What follows belongs to an exercise in optimizing a design on an open flow for small area; a production flow would make more cautious choices. The RTL was checked by simulation tests, not by an equivalence proof against the original design. Power figures rest on the tool's default switching activity, not on a simulated workload.

## lpf_cascade
module lpf_cascade	(	clk,
				rst,
				sample_clk,
				k,
				vin,
				vout,
				vout_valid);
Size: roughly 230 flip-flops, ~42 I/O pins, about 7700 um2 of cells after synthesis.
==> flow/config.mk <==
export PLATFORM = sky130hd
export DESIGN_NAME = lpf_cascade
export DESIGN_NICKNAME = lpf_cascade
export VERILOG_FILES = /design/flow/design.v
export SDC_FILE = /design/flow/constraint.sdc
export NUM_CORES = 4
export LEC_CHECK = 0
export ABC_AREA = 1
export CAP_MARGIN = 20
export CORE_MARGIN = 2
export CORE_UTILIZATION = 65
export GPL_ROUTABILITY_DRIVEN = 0
export GPL_TIMING_DRIVEN = 0
export PLACE_DENSITY = 0.8
export SLEW_MARGIN = 20
==> flow/constraint.sdc <==
create_clock -name core_clock -period 10.0 [get_ports {clk}]
set_input_delay 2.0000 -clock core_clock [delete_from_list [all_inputs] [get_ports {clk}]]
set_output_delay 2.0000 -clock core_clock [all_outputs]
set_load 0.01 [all_outputs]
standard.sh (not shown) runs the stock make flow with config.mk's settings and CLKGATE_MAP_FILE= SYNTH_SCRIPT=/design/flow/synth_recipe.tcl, a recipe that flattens the netlist after the stock synthesis.
==> flow/flow/run.sh <==
#!/bin/bash
# The standard layout (standard.sh) with three changes:
#  - synthesis uses ORFS's own scripts unchanged except ABC's area script,
#    which maps for area only (amap) instead of map with buffering and
#    sizing for delay; registers are mapped exactly as the standard
#    synthesis maps them (dfflibmap runs before ABC);
#  - each port gets a single buf_1 buffer;
#  - the clock tree is built from clkbuf_4 cells without dummy loads.
# Each tool's output goes to its own log file in this folder.
set -euo pipefail
rm -rf scripts_local
cp -r "$FLOW_HOME/scripts" scripts_local
printf 'strash\ndch\namap -F 4 -A 8\ntopo\n' > scripts_local/abc_area.script
SCRIPTS_DIR="$PWD/scripts_local" bash standard.sh synth > synth.log 2>&1
export BUFFER_PORTS_ARGS="-buffer_cell sky130_fd_sc_hd__buf_1"
export CTS_ARGS="-sink_clustering_enable -repair_clock_nets -dont_use_dummy_load -buf_list {sky130_fd_sc_hd__clkbuf_4} -sink_clustering_size 10 -sink_clustering_max_diameter 40"
bash standard.sh > standard.log 2>&1
The first run ran to the end with no violations.
Edit:
--- a/flow/flow/run.sh
+++ b/flow/flow/run.sh
@@ -13 +13 @@
-printf 'strash\ndch\namap -F 4 -A 8\ntopo\n' > scripts_local/abc_area.script
+printf 'strash\ndch -f\namap\ntopo\n' > scripts_local/abc_area.script
- CORE_UTILIZATION: 65 -> 55
- PLACE_DENSITY: 0.8 -> 0.7
Outcome: Wire length is higher by 1.3%. Core utilization is lower by 12 points. Setup slack is better by 0.082 ns. Clock power is higher by about 2%. Design area is higher by 1.7%. Clock skew is higher by 0.053 ns. Sequential power is higher by about 1%. Sequential cell count stays the same. Hold slack is worse by 0.033 ns. Global-route usage is lower by 3.3 points. Total power is higher by 2.7%.

========
== job 101 ==
Another version of the RTL of lpf_cascade (not shown whole).
For scale: ~42 I/O pins, roughly 0.0085 mm² of cells after synthesis.
==> flow/design.v (excerpt) <==
module lpf_cascade	(	clk,
				rst,
				sample_clk,
				k,
				vin,
				vout,
				vout_valid);
clock: 10.0 ns
lec_check: 0
abc_area: 1
cap_margin: 20
core_margin: 2
core_utilization: 40
place_density: 0.6
slew_margin: 20
==> flow/flow/run.sh <==
#!/bin/bash
# Standard ORFS layout (the standard.sh) with a single small buffer on
# each port and a clock tree built from small clock buffers without dummy
# loads. Each tool's output goes to standard.log.
set -euo pipefail
export BUFFER_PORTS_ARGS="-buffer_cell sky130_fd_sc_hd__buf_1"
export CTS_ARGS="-sink_clustering_enable -repair_clock_nets -dont_use_dummy_load -buf_list {sky130_fd_sc_hd__clkbuf_4 sky130_fd_sc_hd__clkbuf_8} -sink_clustering_size 20 -sink_clustering_max_diameter 60"
bash standard.sh > standard.log 2>&1
Setup changes, job 101 to job 102
==> flow/flow/run.sh <==
#!/bin/bash
# Standard ORFS layout (the standard.sh) with a single small buffer on
# each port and a clock tree built from small clock buffers without dummy
# loads. Each tool's output goes to standard.log.
set -euo pipefail
export BUFFER_PORTS_ARGS="-buffer_cell sky130_fd_sc_hd__buf_1"
export CTS_ARGS="-sink_clustering_enable -repair_clock_nets -dont_use_dummy_load -buf_list {sky130_fd_sc_hd__clkbuf_16} -sink_clustering_size 30 -sink_clustering_max_diameter 80"
bash standard.sh > standard.log 2>&1
==> comparison <==
- Between job 102 and job 101, it is job 102 whose count of clock-buffer cells in the layout is lower, by 6.
- Per the comparison of job 102 with job 101, shortest period the worst path allows lost 0.0049 ns; total number of vias lost 51; post-route clock period utilization has remained practically unchanged; utilization after layout went up; highest achievable clock rate did not really move.

========
## job 9558
Another version of the RTL of lpf_cascade (not shown whole).
For scale: about 580 cells after synthesis, roughly 42 I/O pins, ~7900 µm² of cells after synthesis.
Design lpf_cascade, start of the top module:
module lpf_cascade	(	clk,
				rst,
				sample_clk,
				k,
				vin,
				vout,
				vout_valid);
clock: 10.0 ns
lec_check: 0
abc_area: 1
cap_margin: 20
core_margin: 2
core_utilization: 65
place_density: 0.8
slew_margin: 20
==> flow/flow/run.sh <==
#!/bin/bash
# The standard layout (standard.sh) with three changes:
#  - synthesis uses ORFS's own scripts unchanged except ABC's area script,
#    which maps for area only (amap) instead of map with buffering and
#    sizing for delay; registers are mapped exactly as the standard
#    synthesis maps them (dfflibmap runs before ABC);
#  - each port gets a single buf_1 buffer;
#  - the clock tree is built from clkbuf_4 cells without dummy loads.
# Each tool's output goes to its own log file in this folder.
set -euo pipefail
rm -rf scripts_local
cp -r "$FLOW_HOME/scripts" scripts_local
printf 'strash\ndch -f\namap\ntopo\n' > scripts_local/abc_area.script
SCRIPTS_DIR="$PWD/scripts_local" bash standard.sh synth > synth.log 2>&1
export BUFFER_PORTS_ARGS="-buffer_cell sky130_fd_sc_hd__buf_1"
export CTS_ARGS="-sink_clustering_enable -repair_clock_nets -dont_use_dummy_load -buf_list {sky130_fd_sc_hd__clkbuf_16} -sink_clustering_size 40 -sink_clustering_max_diameter 60"
bash standard.sh > standard.log 2>&1
Job 9558 did not stop at any stage, and its layout met the timing, design-rule and antenna checks.
--- input diff job 9558..job 7892 ---
==> flow/flow/run.sh <==
#!/bin/bash
# Standard ORFS layout (the standard.sh) with a single small buffer on
# each port and a clock tree built from small clock buffers without dummy
# loads. Each tool's output goes to standard.log.
set -euo pipefail
export BUFFER_PORTS_ARGS="-buffer_cell sky130_fd_sc_hd__buf_1"
export CTS_ARGS="-sink_clustering_enable -repair_clock_nets -dont_use_dummy_load -buf_list {sky130_fd_sc_hd__clkbuf_4} -sink_clustering_size 10 -sink_clustering_max_diameter 40"
bash standard.sh > standard.log 2>&1
Findings:
Lower clock-buffer cell count was reported by job 9558, not job 7892.
Job 7892 vs. job 9558: fraction of power consumed by the clock network went down by 3.3 points, area share of xor/xnor cells in the synthesized design went up by 0.43 points.
Job 9558 has higher clock network area share than job 7892.
Compared to job 9558, job 7892 has global-route usage 0.37 points lower.
Modified inputs, job 5880 compared to job 7892
diff --git a/flow/flow/run.sh b/flow/flow/run.sh
--- a/flow/flow/run.sh
+++ b/flow/flow/run.sh
@@ -2,3 +2,8 @@
-# Standard ORFS layout (the standard.sh) with a single small buffer on
-# each port and a clock tree built from small clock buffers without dummy
-# loads. Each tool's output goes to standard.log.
+# The standard layout (standard.sh) with three changes:
+#  - synthesis uses ORFS's own scripts unchanged except ABC's area script,
+#    which maps for area only (amap) instead of map with buffering and
+#    sizing for delay; registers are mapped exactly as the standard
+#    synthesis maps them (dfflibmap runs before ABC);
+#  - each port gets a single buf_1 buffer;
+#  - the clock tree is built from clkbuf_4 cells without dummy loads.
+# Each tool's output goes to its own log file in this folder.
@@ -5,0 +11,4 @@
+rm -rf scripts_local
+cp -r "$FLOW_HOME/scripts" scripts_local
+printf 'strash\\ndch -f\\namap\\ntopo\\n' > scripts_local/abc_area.script
+SCRIPTS_DIR="$PWD/scripts_local" bash standard.sh synth > synth.log 2>&1
## What came out
Job 5880: it failed with a tool error in synthesis, so there are no final results.
Setup changes, job 5880 to job 6322
Settings: GPL_TIMING_DRIVEN now 0, previously not set.
diff --git a/flow/flow/run.sh b/flow/flow/run.sh
--- a/flow/flow/run.sh
+++ b/flow/flow/run.sh
@@ -13 +13 @@
-printf 'strash\\ndch -f\\namap\\ntopo\\n' > scripts_local/abc_area.script
+printf 'strash\ndch -f\namap\ntopo\n' > scripts_local/abc_area.script
--- outcome ---
- Job 6322 went all the way through synthesis, placement and routing and the layout is clean on timing, DRC and antenna.
--- input diff job 6322..job 1803 ---
Settings: clearing GPL_TIMING_DRIVEN, which used to be 0.
Job 1803 went all the way through synthesis, placement and routing and the layout is clean on timing, DRC and antenna. The run showing the smaller sequential share of layout area is job 1803. From job 6322 to job 1803, area inside the core boundary did not move at all. From job 6322 to job 1803, total of endpoints with negative setup slack in the final report did not move at all. In the reports for job 1803 and job 6322, the smaller worst-case setup margin in the final layout belongs to job 6322. Looking at worst hold slack after final layout, job 1803 sits 0.041 ns lower than job 6322 does.

[re-timing with driven ports]
No port has a modelled driver above. Below, the same layouts with a new extraction and two added sets of constraints. Step 1, drivers: a clkbuf_16 drives clk and a buf_2 each remaining input, both assumed. Step 2 times the ports against the registers' clock, not the clock port: input delays grow and output delays shrink by t, the midpoint of the rising clock arrivals with the driver on. Slacks: ideal ports / drivers / drivers and shift; pairs: ideal ports / drivers.
run	t (ns)	setup slack, ns	cell pins on the clock port's net
the first run of note 1	0.654	0.341 / 0.341 / 0.341	1
the second run of note 1	0.665	0.423 / 0.423 / 0.423	1
job 101	0.533	0.452 / 0.452 / 0.452	1
job 102	0.512	0.457 / 0.457 / 0.457	1
job 9558	0.497	0.343 / 0.343 / 0.343	1
job 7892	0.655	0.536 / 0.536 / 0.536	1
job 6322	0.657	0.335 / 0.335 / 0.335	1
job 1803	0.649	0.375 / 0.375 / 0.375	1
After both steps setup and hold are still met in every run listed.
